What follows belongs to an exercise in optimizing a design on an open flow for small area, a short achievable clock period and few clock cycles; a production flow would make more cautious choices. Only simulation tests tie the RTL to the original design; equivalence was not proved. Power is estimated from default activity; no workload was simulated.

== run A ==
==> flow/design.v (excerpt) <==
module dct_top(data_in, clk, rst, dct_en, approx_en, data_out, dct_done);
Size in the first run: roughly 770 I/O pins.
clock: 15.0 ns
lec_check: 0
abc_clock_period_in_ps: 4500
cap_margin: 20
core_margin: 2
core_utilization: 60
cts_cluster_diameter: 80
cts_cluster_size: 30
slew_margin: 20
standard.sh (not shown) runs the stock make flow with config.mk's settings and CLKGATE_MAP_FILE= SYNTH_SCRIPT=/design/flow/synth_recipe.tcl, a recipe that flattens the netlist after the stock synthesis.
==> flow/flow/run.sh <==
#!/bin/bash
# The standard layout (the standard.sh) with two changes:
#  - the port buffers are buf_2 cells instead of the delay buffers that
#    buffer_ports picks itself;
#  - after the standard synthesis, flow/fixinv.py removes inverters between
#    full adders by choosing each full adder's polarity (a full adder is
#    self-dual); registers and all other cells stay as synthesized.
set -euo pipefail
export BUFFER_PORTS_ARGS="-buffer_cell sky130_fd_sc_hd__buf_2"
NET=$PWD/orfs/results/sky130hd/dct_top/base/1_2_yosys.v
bash standard.sh "$NET" > synth.log 2>&1
python3 flow/fixinv.py "$NET" "$NET.fixed" > fixinv.log 2>&1
cp "$NET" "$NET.orig"
mv "$NET.fixed" "$NET"
bash standard.sh > standard.log 2>&1
Other scripts of this flow, unchanged in this note and not shown: flow/flow/fixinv.py
Testbench counts of run A, summed over its fixed seeds: cycles 6,724.
Edits applied to the flow inputs when going from run A to run B:
- ABC_AREA: unset -> 1
Findings:
The top layer used by detailed routing comes out met5 in one run and met4 in the other, namely in run B and run A respectively. Run B against run A: total via count in the routed design now sits higher; clock transition time at the flip-flop clock pins of the worst setup and hold paths now sits at about the same level; area of the placeable core now sits lower; post-route worst setup slack now sits higher. Lower post-placement worst setup slack was reported by run B, not run A.
The following lists how run C was set up differently from run B:
- ABC_AREA: 1 -> unset
- CORE_UTILIZATION: 60 -> 70
--- outcome ---
Depth of the most critical reg-to-reg path, run C and run B: smaller value in run C
Global routing met3 resource utilization in run C is 2.8 points above run B.
On number of DRC markers after the initial detailed-route iteration: run C sits above run B.
Comparing run C against run B, there is no change at all in number of I/O port buffers.
Comparing run C and run B, the higher multi-input gate count was measured on run B.
Summary of run C over run B: final core utilization now larger, post-synthesis instance total now smaller.
#### Input delta (run D over run C)
- CORE_UTILIZATION now 60, was 70
==> flow/flow/run.sh <==
#!/bin/bash
# The standard layout (the standard.sh) with three changes:
#  - the port buffers are buf_2 cells instead of the delay buffers that
#    buffer_ports picks itself;
#  - after the standard synthesis, flow/fixinv.py removes inverters between
#    full adders by choosing each full adder's polarity (a full adder is
#    self-dual); registers and all other cells stay as synthesized;
#  - after global placement, flow/outbuf.tcl puts each output buffer next to
#    the register that drives it (detailed placement then legalizes).
set -euo pipefail
export BUFFER_PORTS_ARGS="-buffer_cell sky130_fd_sc_hd__buf_2"
R=$PWD/orfs/results/sky130hd/dct_top/base
NET=$R/1_2_yosys.v
bash standard.sh "$NET" > synth.log 2>&1
python3 flow/fixinv.py "$NET" "$NET.fixed" > fixinv.log 2>&1
cp "$NET" "$NET.orig"
mv "$NET.fixed" "$NET"
bash standard.sh "$R/3_3_place_gp.odb" > place.log 2>&1
ODB="$R/3_3_place_gp.odb" openroad -no_init -exit flow/outbuf.tcl > outbuf.log 2>&1
bash standard.sh > standard.log 2>&1
==> flow/flow/outbuf.tcl (new file) <==
# Moves each output port's buffer onto the cell that drives it (after global
# placement; detailed placement legalizes), so that the register drives a
# short wire and the buffer drives the wire to the pin.
read_db $::env(ODB)
set block [ord::get_db_block]
set moved 0
foreach term [$block getBTerms] {
  if {[$term getIoType] ne "OUTPUT"} { continue }
  set net [$term getNet]
  if {$net eq "NULL"} { continue }
  set buf ""
  foreach it [$net getITerms] {
    if {[$it isOutputSignal]} { set buf [$it getInst] }
  }
  if {$buf eq ""} { continue }
  if {![string match "*buf*" [[$buf getMaster] getName]]} { continue }
  set inet ""
  foreach it [$buf getITerms] {
    if {[$it isInputSignal]} { set inet [$it getNet] }
  }
  if {$inet eq "" || $inet eq "NULL"} { continue }
  set drv ""
  foreach it [$inet getITerms] {
    if {[$it isOutputSignal]} { set drv [$it getInst] }
  }
  if {$drv eq ""} { continue }
  lassign [$drv getLocation] x y
  $buf setLocation $x $y
  incr moved
}
puts "moved $moved output buffers"
write_db $::env(ODB)
Results
Wire length: run D vs run C up about 1.5%
Run D vs. run C: fmax now sits lower; setup slack -0.040 ns.
Going from run C to run D, final instance area rose by 0.56%; total power draw fell by 0.11 mW; actual slew at the worst max-slew pin rose by 0.056 ns.
What run E does differently from run D at the input level:
- a change of CORE_UTILIZATION from 60 to 75
==> flow/flow/run.sh <==
#!/bin/bash
# The standard layout (the standard.sh) with two changes:
#  - the port buffers are buf_2 cells instead of the delay buffers that
#    buffer_ports picks itself;
#  - after the standard synthesis, flow/fixinv.py removes inverters between
#    full adders by choosing each full adder's polarity (a full adder is
#    self-dual); registers and all other cells stay as synthesized.
set -euo pipefail
export BUFFER_PORTS_ARGS="-buffer_cell sky130_fd_sc_hd__buf_2"
NET=$PWD/orfs/results/sky130hd/dct_top/base/1_2_yosys.v
bash standard.sh "$NET" > synth.log 2>&1
python3 flow/fixinv.py "$NET" "$NET.fixed" > fixinv.log 2>&1
cp "$NET" "$NET.orig"
mv "$NET.fixed" "$NET"
bash standard.sh > standard.log 2>&1
removed: flow/flow/outbuf.tcl
--- outcome ---
Cmp run E vs run D: data arrival time of the worst path lower in run E
Run E vs run D: clock buffer count from CTS down slightly
Layout buffer count excluding clock buffers essentially unchanged between run E and run D.
Compared with run D, run E is hungrier on power.
Comparing run E and run D, the higher maximum achievable frequency was measured on run E.

* * *

Setup of the baseline:
Another version of the RTL of dct_top (not shown whole).
Size in the first run: ~5000 cells after synthesis, ~770 I/O pins, about 65000 µm² of cells after synthesis.
==> flow/config.mk <==
export PLATFORM = sky130hd
export DESIGN_NAME = dct_top
export DESIGN_NICKNAME = dct_top
export VERILOG_FILES = /design/flow/design.v
export SDC_FILE = /design/flow/constraint.sdc
export NUM_CORES = 8
export LEC_CHECK = 0
export ABC_AREA = 1
export ABC_CLOCK_PERIOD_IN_PS = 4500
export CAP_MARGIN = 20
export CORE_MARGIN = 2
export CORE_UTILIZATION = 60
export CTS_CLUSTER_DIAMETER = 70
export CTS_CLUSTER_SIZE = 30
export SLEW_MARGIN = 20
==> flow/constraint.sdc <==
create_clock -name core_clock -period 15.0 [get_ports {clk}]
set_input_delay 3.0000 -clock core_clock [delete_from_list [all_inputs] [get_ports {clk}]]
set_output_delay 3.0000 -clock core_clock [all_outputs]
set_load 0.01 [all_outputs]
==> flow/flow/run.sh <==
#!/bin/bash
# The standard layout (the standard.sh) with two changes:
#  - the port buffers are buf_2 cells instead of the delay buffers that
#    buffer_ports picks itself;
#  - after the standard synthesis, flow/fixinv.py removes inverters between
#    full adders by choosing each full adder's polarity (a full adder is
#    self-dual); registers and all other cells stay as synthesized.
set -euo pipefail
export BUFFER_PORTS_ARGS="-buffer_cell sky130_fd_sc_hd__buf_2"
NET=$PWD/orfs/results/sky130hd/dct_top/base/1_2_yosys.v
bash standard.sh "$NET" > synth.log 2>&1
python3 flow/fixinv.py "$NET" "$NET.fixed" > fixinv.log 2>&1
cp "$NET" "$NET.orig"
mv "$NET.fixed" "$NET"
bash standard.sh > standard.log 2>&1
Other scripts of this flow, unchanged in this note and not shown: flow/flow/fixinv.py
Testbench counts of the baseline, summed over its fixed seeds: cycles 6,724.
Edits applied to the flow inputs when going from the baseline to the candidate:
Settings: CTS_CLUSTER_DIAMETER now 60, was 70.
## What came out
Taking the baseline as the reference, in the candidate utilization of the core after routing has increased; first-pass GRT wire length up 2600 µm; design area went up by 1.3%; switching fraction of total power held; ratio of final minimum period to clock period went up.
Looking at post-layout total power across the baseline and the candidate, the one that comes out higher is the candidate.

-- static timing again, ports no longer ideal --
The results above use ideal ports. As a check the final layouts listed here were re-extracted and re-timed, cells and wires unchanged. Step 1, drivers: a clkbuf_16 drives clk and a buf_2 each remaining input, both assumed. Step 2 moves the port delays by t, midway between the first and last clock arrival at a register: inputs arrive t later, outputs are due t later. That takes back most of the time a late clock gives input paths. a / b / c = ideal / step 1 / step 2; a / b = the first two.
run | t, ns | setup WS [ns] | worst slew at a driven data input, ns
run A | 0.803 | 10.495 / 10.415 / 10.792 | 0.08
run B | 0.748 | 10.547 / 10.539 / 10.547 | 0.06
run C | 0.758 | 10.557 / 10.498 / 10.767 | 0.11
run D | 0.792 | 10.517 / 10.441 / 10.854 | 0.08
run E | 0.743 | 10.538 / 10.475 / 10.779 | 0.06
the baseline | 0.772 | 10.601 / 10.522 / 10.628 | 0.04
the candidate | 0.791 | 10.470 / 10.392 / 10.905 | 0.04
After both steps setup and hold are still met in every run listed.
